Source: an optimization exercise on an open RTL-to-GDS flow (aim: small area). Production flows keep margins and buffers that such runs may drop. The RTL was checked by simulation tests, not by an equivalence proof against the original design. Power and IR drop assume default switching activity.

==> trial 19: inputs <==
==> flow/design.v <==
module dp_dtm
(
    input   logic   [0  : 0]    tdi,
    input   logic   [0  : 0]    tms,
    input   logic   [0  : 0]    tck,
    input   logic   [0  : 0]    trst,
    output  logic   [0  : 0]    tdo,
    output  logic   [6  : 0]    dmi_address,
    output  logic   [31 : 0]    dmi_wdata,
    input   logic   [31 : 0]    dmi_rdata,
    output  logic   [1  : 0]    dmi_op
);
    localparam logic [3:0] TLR  = 4'h0, RTI  = 4'h3, SDS  = 4'h8, CDR  = 4'h9,
                           SHDR = 4'hD, E1DR = 4'hE, PDR  = 4'hC, E2DR = 4'hF,
                           UDR  = 4'hA, SIS  = 4'hB, CIR  = 4'h1, SHIR = 4'h5,
                           E1IR = 4'h6, PIR  = 4'h4, E2IR = 4'h7, UIR  = 4'h2;
    logic [3:0]  state, next_state;
    logic        mode;
    logic        shf;           
    logic [4:0]  ir;            
    logic [40:0] sr;            
    logic [40:0] sr_d;
    logic [40:0] upd;           
    logic        valid;         
    always_comb
        case (state)
            TLR:     next_state = tms ? TLR  : RTI;
            RTI:     next_state = tms ? SDS  : RTI;
            SDS:     next_state = tms ? SIS  : CDR;
            CDR:     next_state = tms ? E1DR : SHDR;
            SHDR:    next_state = tms ? E1DR : SHDR;
            E1DR:    next_state = tms ? UDR  : PDR;
            PDR:     next_state = tms ? E2DR : PDR;
            E2DR:    next_state = tms ? UDR  : SHDR;
            UDR:     next_state = tms ? SDS  : RTI;
            SIS:     next_state = tms ? TLR  : CIR;
            CIR:     next_state = tms ? E1IR : SHIR;
            SHIR:    next_state = tms ? E1IR : SHIR;
            E1IR:    next_state = tms ? UIR  : PIR;
            PIR:     next_state = tms ? E2IR : PIR;
            E2IR:    next_state = tms ? UIR  : SHIR;
            default: next_state = tms ? SDS  : RTI;    
        endcase
    always_ff @(posedge tck, negedge trst)
        if (!trst) state <= TLR;
        else       state <= next_state;
    always_ff @(posedge tck, negedge trst)
        if (!trst)              mode <= 1'b0;
        else if (state == TLR)  mode <= !tms;
    wire capture = !state[2] & !state[1] & state[0];
    wire ncap    = !capture;
    wire is_ir   = !state[3];
    wire update  = !state[2] & state[1] & !state[0];
    always_ff @(posedge tck)
        shf <= !tms & !state[1] & state[0];
    wire sel_dtmcs = (ir == 5'h10);
    wire sel_dmi   = (ir == 5'h11);
    wire sel_byp   = (ir == 5'h00) | (ir[4:3] == 2'b10 & ir[2:1] != 2'b00) | (ir == 5'h1f);
    wire sel_id    = !sel_dtmcs & !sel_dmi & !sel_byp;
    wire cap_dmi   = capture & sel_dmi;
    wire cap_ndmi  = capture & !sel_dmi;
    wire cap_id    = capture & sel_id;
    wire cap_dtmcs = capture & sel_dtmcs;
    wire cap_ir    = capture & is_ir;
    assign sr_d[40] = capture ? (is_ir ? ir[4] : (sel_byp & tdi)) : tdi;
    dp_ao22  b39 (cap_ir, ir[3], ncap, sr[40], sr_d[39]);
    dp_ao22  b38 (cap_ir, ir[2], ncap, sr[39], sr_d[38]);
    assign sr_d[37] = capture ? (is_ir ? ir[1] : sel_id) : sr[38];
    dp_ao22  b36 (cap_ir, ir[0], ncap, sr[37], sr_d[36]);
    dp_and2  b35 (ncap, sr[36], sr_d[35]);
    dp_and2  b34 (ncap, sr[35], sr_d[34]);
    genvar j;
    generate
        for (j = 2; j <= 33; j = j + 1) begin : g_sr
            if (j == 23 || j == 22 || j == 12 || j == 11 || j == 10)
                dp_ao221 b (cap_dmi, dmi_rdata[j-2], ncap, sr[j+1], cap_id, sr_d[j]);
            else if (j == 21 || j == 9)
                dp_ao221 b (cap_dmi, dmi_rdata[j-2], ncap, sr[j+1], cap_ndmi, sr_d[j]);
            else if (j == 15 || j == 14)
                dp_ao221 b (cap_dmi, dmi_rdata[j-2], ncap, sr[j+1], cap_dtmcs, sr_d[j]);
            else if (j <= 8)
                dp_ao22  b (capture, dmi_rdata[j-2], ncap, sr[j+1], sr_d[j]);
            else
                dp_ao22  b (cap_dmi, dmi_rdata[j-2], ncap, sr[j+1], sr_d[j]);
        end
    endgenerate
    dp_and2  b1 (ncap, sr[2], sr_d[1]);
    dp_and2  b0 (ncap, sr[1], sr_d[0]);
    always_ff @(posedge tck)
        if (capture | shf) sr <= sr_d;
    always_ff @(posedge tck, negedge trst)
        if (!trst)                  ir <= 5'h01;
        else if (update & is_ir)    ir <= sr[40:36];
    wire upd_en = update & !is_ir & sel_dmi;
    always_ff @(posedge tck, negedge trst)
        if (!trst)        valid <= 1'b0;
        else if (upd_en)  valid <= 1'b1;
    always_ff @(posedge tck)
        if (upd_en) upd <= sr;
    assign tdo = is_ir   ? sr[36] :
                 sel_dmi ? sr[0]  :
                 sel_byp ? sr[40] : sr[9];
    wire show  = mode & valid;
    wire nmode = !mode;
    generate
        for (j = 0; j < 32; j = j + 1) begin : g_wdata
            dp_ao22 o (show, upd[j+2], nmode, dmi_rdata[j], dmi_wdata[j]);
        end
        for (j = 0; j < 7; j = j + 1) begin : g_addr
            dp_and2 o (show, upd[j+34], dmi_address[j]);
        end
        for (j = 0; j < 2; j = j + 1) begin : g_op
            dp_and2 o (show, upd[j], dmi_op[j]);
        end
    endgenerate
endmodule
module dp_ao22 (input logic a, b, c, d, output logic y);
    assign y = (a & b) | (c & d);
endmodule
module dp_ao221 (input logic a, b, c, d, e, output logic y);
    assign y = (a & b) | (c & d) | e;
endmodule
module dp_and2 (input logic a, b, output logic y);
    assign y = a & b;
endmodule
==> flow/run.sh <==
#!/bin/bash
# synth_recipe.tcl (not shown) runs the flow's synth.tcl, then flattens the netlist and writes it again
# the make line also repeats each setting of config.mk as NAME=value (left out here)
make -C /OpenROAD-flow-scripts/flow DESIGN_CONFIG=/design/flow/config.mk WORK_HOME=/design/flow/orfs CLKGATE_MAP_FILE= SYNTH_SCRIPT=/design/flow/synth_recipe.tcl finish
==> flow/config.mk <==
export PLATFORM = sky130hd
export DESIGN_NAME = dp_dtm
export DESIGN_NICKNAME = dp_dtm
export VERILOG_FILES = /design/flow/design.v
export SDC_FILE = /design/flow/constraint.sdc
export NUM_CORES = 4
export LEC_CHECK = 0
export CAP_MARGIN = 20
export CORE_MARGIN = 2
export CORE_UTILIZATION = 40
export CTS_BUF_LIST = sky130_fd_sc_hd__clkbuf_4 sky130_fd_sc_hd__clkbuf_8
export SLEW_MARGIN = 20
export SYNTH_HIERARCHICAL = 1
export SYNTH_MINIMUM_KEEP_SIZE = 0
==> flow/constraint.sdc <==
create_clock -name core_clock -period 10.0 [get_ports {tck}]
set_input_delay 2.0000 -clock core_clock [delete_from_list [all_inputs] [get_ports {tck}]]
set_output_delay 2.0000 -clock core_clock [all_outputs]
set_load 0.01 [all_outputs]
==> build 66 (differences from trial 19) <==
==> flow/design.v, changed modules only <==
module dp_dtm
(
    input   logic   [0  : 0]    tdi,
    input   logic   [0  : 0]    tms,
    input   logic   [0  : 0]    tck,
    input   logic   [0  : 0]    trst,
    output  logic   [0  : 0]    tdo,
    output  logic   [6  : 0]    dmi_address,
    output  logic   [31 : 0]    dmi_wdata,
    input   logic   [31 : 0]    dmi_rdata,
    output  logic   [1  : 0]    dmi_op
);
    localparam logic [3:0] TLR  = 4'hF, RTI  = 4'hC, SDS  = 4'h7, CDR  = 4'h6,
                           SHDR = 4'h2, E1DR = 4'h1, PDR  = 4'h3, E2DR = 4'h0,
                           UDR  = 4'h5, SIS  = 4'h4, CIR  = 4'hE, SHIR = 4'hA,
                           E1IR = 4'h9, PIR  = 4'hB, E2IR = 4'h8, UIR  = 4'hD;
    logic [3:0]  state, next_state;
    logic        mode;
    logic        shf;           
    logic [4:0]  ir;            
    logic [40:0] sr;            
    logic [40:0] upd;           
    always_comb
        case (state)
            TLR:     next_state = tms ? TLR  : RTI;
            RTI:     next_state = tms ? SDS  : RTI;
            SDS:     next_state = tms ? SIS  : CDR;
            CDR:     next_state = tms ? E1DR : SHDR;
            SHDR:    next_state = tms ? E1DR : SHDR;
            E1DR:    next_state = tms ? UDR  : PDR;
            PDR:     next_state = tms ? E2DR : PDR;
            E2DR:    next_state = tms ? UDR  : SHDR;
            UDR:     next_state = tms ? SDS  : RTI;
            SIS:     next_state = tms ? TLR  : CIR;
            CIR:     next_state = tms ? E1IR : SHIR;
            SHIR:    next_state = tms ? E1IR : SHIR;
            E1IR:    next_state = tms ? UIR  : PIR;
            PIR:     next_state = tms ? E2IR : PIR;
            E2IR:    next_state = tms ? UIR  : SHIR;
            default: next_state = tms ? SDS  : RTI;    
        endcase
    always_ff @(posedge tck, negedge trst)
        if (!trst) state <= TLR;
        else       state <= next_state;
    always_ff @(posedge tck, negedge trst)
        if (!trst)              mode <= 1'b0;
        else if (state == TLR)  mode <= !tms;
    wire capture = state[2] & state[1] & !state[0];
    wire is_ir   = state[3];
    wire update  = state[2] & !state[1] & state[0];
    always_ff @(posedge tck)
        shf <= !tms & state[1] & !state[0];
    wire sel_dtmcs = (ir == 5'h10);
    wire sel_dmi   = (ir == 5'h11);
    wire sel_byp   = (ir == 5'h00) | (ir[4:3] == 2'b10 & ir[2:1] != 2'b00) | (ir == 5'h1f);
    wire sel_id    = !sel_dtmcs & !sel_dmi & !sel_byp;
    logic [40:0] cap;
    always_comb begin
        cap         = '0;
        cap[40]     = is_ir ? ir[4] : (sel_byp & tdi);
        cap[39]     = is_ir & ir[3];
        cap[38]     = is_ir & ir[2];
        cap[37]     = is_ir ? ir[1] : sel_id;
        cap[36]     = is_ir & ir[0];
        cap[33:2]   = dmi_rdata & {32{sel_dmi}};
        cap[23]     = sel_dmi ? dmi_rdata[21] : sel_id;
        cap[22]     = sel_dmi ? dmi_rdata[20] : sel_id;
        cap[21]     = sel_dmi ? dmi_rdata[19] : 1'b1;
        cap[15]     = sel_dmi ? dmi_rdata[13] : sel_dtmcs;
        cap[14]     = sel_dmi ? dmi_rdata[12] : sel_dtmcs;
        cap[12]     = sel_dmi ? dmi_rdata[10] : sel_id;
        cap[11]     = sel_dmi ? dmi_rdata[9]  : sel_id;
        cap[10]     = sel_dmi ? dmi_rdata[8]  : sel_id;
        cap[9]      = sel_dmi ? dmi_rdata[7]  : 1'b1;
        cap[8:2]    = dmi_rdata[6:0];
    end
    always_ff @(posedge tck)
        if (capture)  sr <= cap;
        else if (shf) sr <= {tdi, sr[40:1]};
    always_ff @(posedge tck, negedge trst)
        if (!trst)                  ir <= 5'h01;
        else if (update & is_ir)    ir <= sr[40:36];
    logic valid;
    wire  upd_en = update & !is_ir & sel_dmi;
    always_ff @(posedge tck, negedge trst)
        if (!trst)        valid <= 1'b0;
        else if (upd_en)  valid <= 1'b1;
    always_ff @(posedge tck)
        if (upd_en) upd <= sr;
    assign tdo = is_ir   ? sr[36] :
                 sel_dmi ? sr[0]  :
                 sel_byp ? sr[40] : sr[9];
    wire show = mode & valid;
    assign dmi_address = upd[40:34] & {7{show}};
    assign dmi_wdata   = (upd[33:2] & {32{show}}) | (dmi_rdata & {32{!mode}});
    assign dmi_op      = upd[1:0] & {2{show}};
endmodule
// module dp_ao22 removed
// module dp_ao221 removed
// module dp_and2 removed
Settings changed: CTS_BUF_LIST sky130_fd_sc_hd__clkbuf_4 sky130_fd_sc_hd__clkbuf_8 to unset, SYNTH_HIERARCHICAL 1 to unset, SYNTH_MINIMUM_KEEP_SIZE 0 to unset.
==> trial 10 (differences from trial 19) <==
Settings changed: CAP_MARGIN 20 to 0, CTS_BUF_LIST sky130_fd_sc_hd__clkbuf_4 sky130_fd_sc_hd__clkbuf_8 to unset, SLEW_MARGIN 20 to 0.
==> build 82 (differences from trial 19) <==
Settings changed: CTS_BUF_LIST sky130_fd_sc_hd__clkbuf_4 sky130_fd_sc_hd__clkbuf_8 to unset.
==> qor summary <==
| quantity | build 82 | trial 10 | trial 19 | build 66 |
|---|---|---|---|---|
| Status | timing/DRC/antenna clean | timing/DRC/antenna clean | timing/DRC/antenna clean | timing/DRC/antenna clean |
| Net switching power figure | 0.000420 W | 0.000418 W | 0.000420 W | 0.000429 W |
| Flip-flop and latch share of the layout cell area | 54.8% | 55.1% | 54.8% | 52.5% |
| Ratio of final minimum period to clock period | 52.4% | 52.5% | 52.4% | 53.5% |
| Dpl ws | 4730 ps | 4730 ps | 4730 ps | 4600 ps |
| Initial Util | 41.7% | 41.7% | 41.7% | 40.6% |
| Comb power frac | 31.9% | 31.5% | 31.9% | 29.7% |
| Worst flop-to-flop path startpoint | state[0] | state[0] | state[0] | state[0] |
| Area occupied by multi-input gates | 1090 um2 | 1080 um2 | 1090 um2 | 1170 um2 |
| Highest-utilization routing layer at the global route stage | met1 | met1 | met1 | met2 |
| Cell area after layout | 5040 um2 | 5010 um2 | 5040 um2 | 5190 um2 |
| Met3 wire length | 510 um | 450 um | 510 um | 548 um |
| Switching portion of total power | 31.7% | 31.7% | 31.7% | 33.3% |
| Met1 Wirelength | 4220 um | 4220 um | 4220 um | 4140 um |
| Maximum clock frequency | 0.191 GHz | 0.190 GHz | 0.191 GHz | 0.187 GHz |
| FF-to-FF End | sr[10] | sr[10] | sr[10] | sr[2] |
| Clock buffer and inverter area fraction after layout | 3.85% | 3.87% | 3.85% | 3.67% |
| Combined flip-flop and latch cell area | 2760 um2 | 2760 um2 | 2760 um2 | 2720 um2 |
| Last element of the critical path | dmi_wdata[13] | dmi_wdata[13] | dmi_wdata[13] | dmi_wdata[0] |
| Vias after detailed routing | 2547 | 2537 | 2547 | 2873 |
| Count of plain and timing-repair buffers | 82 | 81 | 82 | 81 |
| Share of final-layout standard cells stronger than drive strength 1 | 9.47% | 9.20% | 9.47% | 8.67% |
| Per-instance average area after synthesis | 15.6 um2 | 15.6 um2 | 15.6 um2 | 11.7 um2 |
| Netlist cell types | 35 | 35 | 35 | 39 |
| Portion of total power attributed to the clock network | 18.9% | 18.9% | 18.9% | 19.3% |
| Tapcells | 129 | 129 | 129 | 136 |

========
==> 07-16: inputs <==
Another version of the RTL of dp_dtm (not shown whole).
clock: 10.0 ns
lec_check: 0
cap_margin: 0
core_margin: 2
core_utilization: 40
slew_margin: 0
synth_hierarchical: 1
synth_minimum_keep_size: 0
run.sh (not shown) runs the stock make flow with config.mk's settings and CLKGATE_MAP_FILE= SYNTH_SCRIPT=/design/flow/synth_recipe.tcl, a recipe that flattens the netlist after the stock synthesis.
==> inputs of 07-11, as changes to 07-16 <==
CORE_UTILIZATION = 55   (was 40)
==> inputs of 09-10, as changes to 07-16 <==
PLACE_DENSITY = 0.75   (was unset)
==> notes.md <==
drt first-iter violations 132; first-pass GRT wire length 13,600 um; sequential share of cell area 55.8%; GRT Overall Usage 17.3%; outcome complete, no violations; dpl cell area 4750 um2
[end of results for 09-10]
==> notes.md <==
outcome complete, no violations; drt first-iter violations 140; dpl cell area 4760 um2; GRT Overall Usage about 17%; CTS root buf clkbuf_8; first-pass GRT wire length approximately 13,000 um; cts hold-fix bufs 0
[end of results for 07-16]
==> notes.md <==
Seq. pwr 0.000704 W; metal3 WL 535 um; outcome complete, no violations; dpl ws 4.80 ns; dpl cell area 4690 um2; port bufs just under 80; Pint 0.00104 W; GRT Overall Usage 22.9%; slowest stage cell, crit path clkdlybuf4s50_1; drt first-iter violations about 240; setup bufs post-CTS 0; Critical Path Fanout Max 2; first-pass GRT wire length 12,700 um
[end of results for 07-11]

========
==> pepper <==
dp_dtm, a different RTL version from the one above (not shown whole).
==> flow/config.mk <==
export PLATFORM = sky130hd
export DESIGN_NAME = dp_dtm
export DESIGN_NICKNAME = dp_dtm
export VERILOG_FILES = /design/flow/design.v
export SDC_FILE = /design/flow/constraint.sdc
export NUM_CORES = 4
export LEC_CHECK = 0
export CAP_MARGIN = 0
export CORE_MARGIN = 2
export CORE_UTILIZATION = 40
export PLACE_DENSITY = 0.45
export SLEW_MARGIN = 0
export SYNTH_HIERARCHICAL = 1
export SYNTH_MINIMUM_KEEP_SIZE = 0
==> flow/constraint.sdc <==
create_clock -name core_clock -period 10.0 [get_ports {tck}]
set_input_delay 2.0000 -clock core_clock [delete_from_list [all_inputs] [get_ports {tck}]]
set_output_delay 2.0000 -clock core_clock [all_outputs]
set_load 0.01 [all_outputs]
==> inputs of lagoon, as changes to pepper <==
Settings changed: GPL_TIMING_DRIVEN from default to 0, PLACE_DENSITY 0.45 to 0.5.
==> inputs of harbor, as changes to pepper <==
Settings changed: CORE_UTILIZATION 40 to 35, PLACE_DENSITY 0.45 to 0.5.
==> out/results.ini <==
[outcome]
status=timing/DRC/antenna clean

[worst_setup_path]
rrSetupSlack_ps=6760
r2r-end=sr[10]

[timing]
setup_slack_ps=4765
hold_ws_ps=444.4

[pwr]
power_frac_seq=0.484

[drt]
dr_wl_met2_um=3811

[die]
dieHeight_um=101.2
taps=111

[worst_hold_path]
min_from=sr[35]

[end of results for lagoon]
==> out/results.ini <==
[outcome]
status=timing/DRC/antenna clean

[place]
dp_slack_ps=4762

[worst_setup_path]
rrSetupSlack_ps=6910
r2r-end=sr[12]

[cells_and_area]
layout.nets=374
postLayoutCoreUtil=0.5354

[die]
dieHeight_um=101.2
taps=111
initial_core_util=0.4113

[worst_hold_path]
min_from=sr[18]

[timing]
setup_slack_ps=4763
hold_ws_ps=443.1
worst_pin_slew_ps=1060

[pwr]
power_frac_seq=0.490

[end of results for pepper]
==> out/results.ini <==
[worst_setup_path]
rrSetupSlack_ps=7150
r2r-end=sr[11]

[die]
dieHeight_um=108.0
taps=136

[yosys]
ys_types=20
synth_top_cells_by_area=edfxtp_1 65%, a22o_1 14%, dfrtp_1 6.6%

[timing]
hold_ws_ps=453.8
setup_slack_ps=4791

[worst_hold_path]
min_from=sr[35]

[drt]
ant_nets=0
dr_wl_met2_um=3850

[outcome]
status=timing/DRC/antenna clean

[place]
gp_congestion=0.7692
dp_hpwl_um=5316

[cts]
cts.sinks=94

[pwr]
power_frac_seq=0.495

[end of results for harbor]
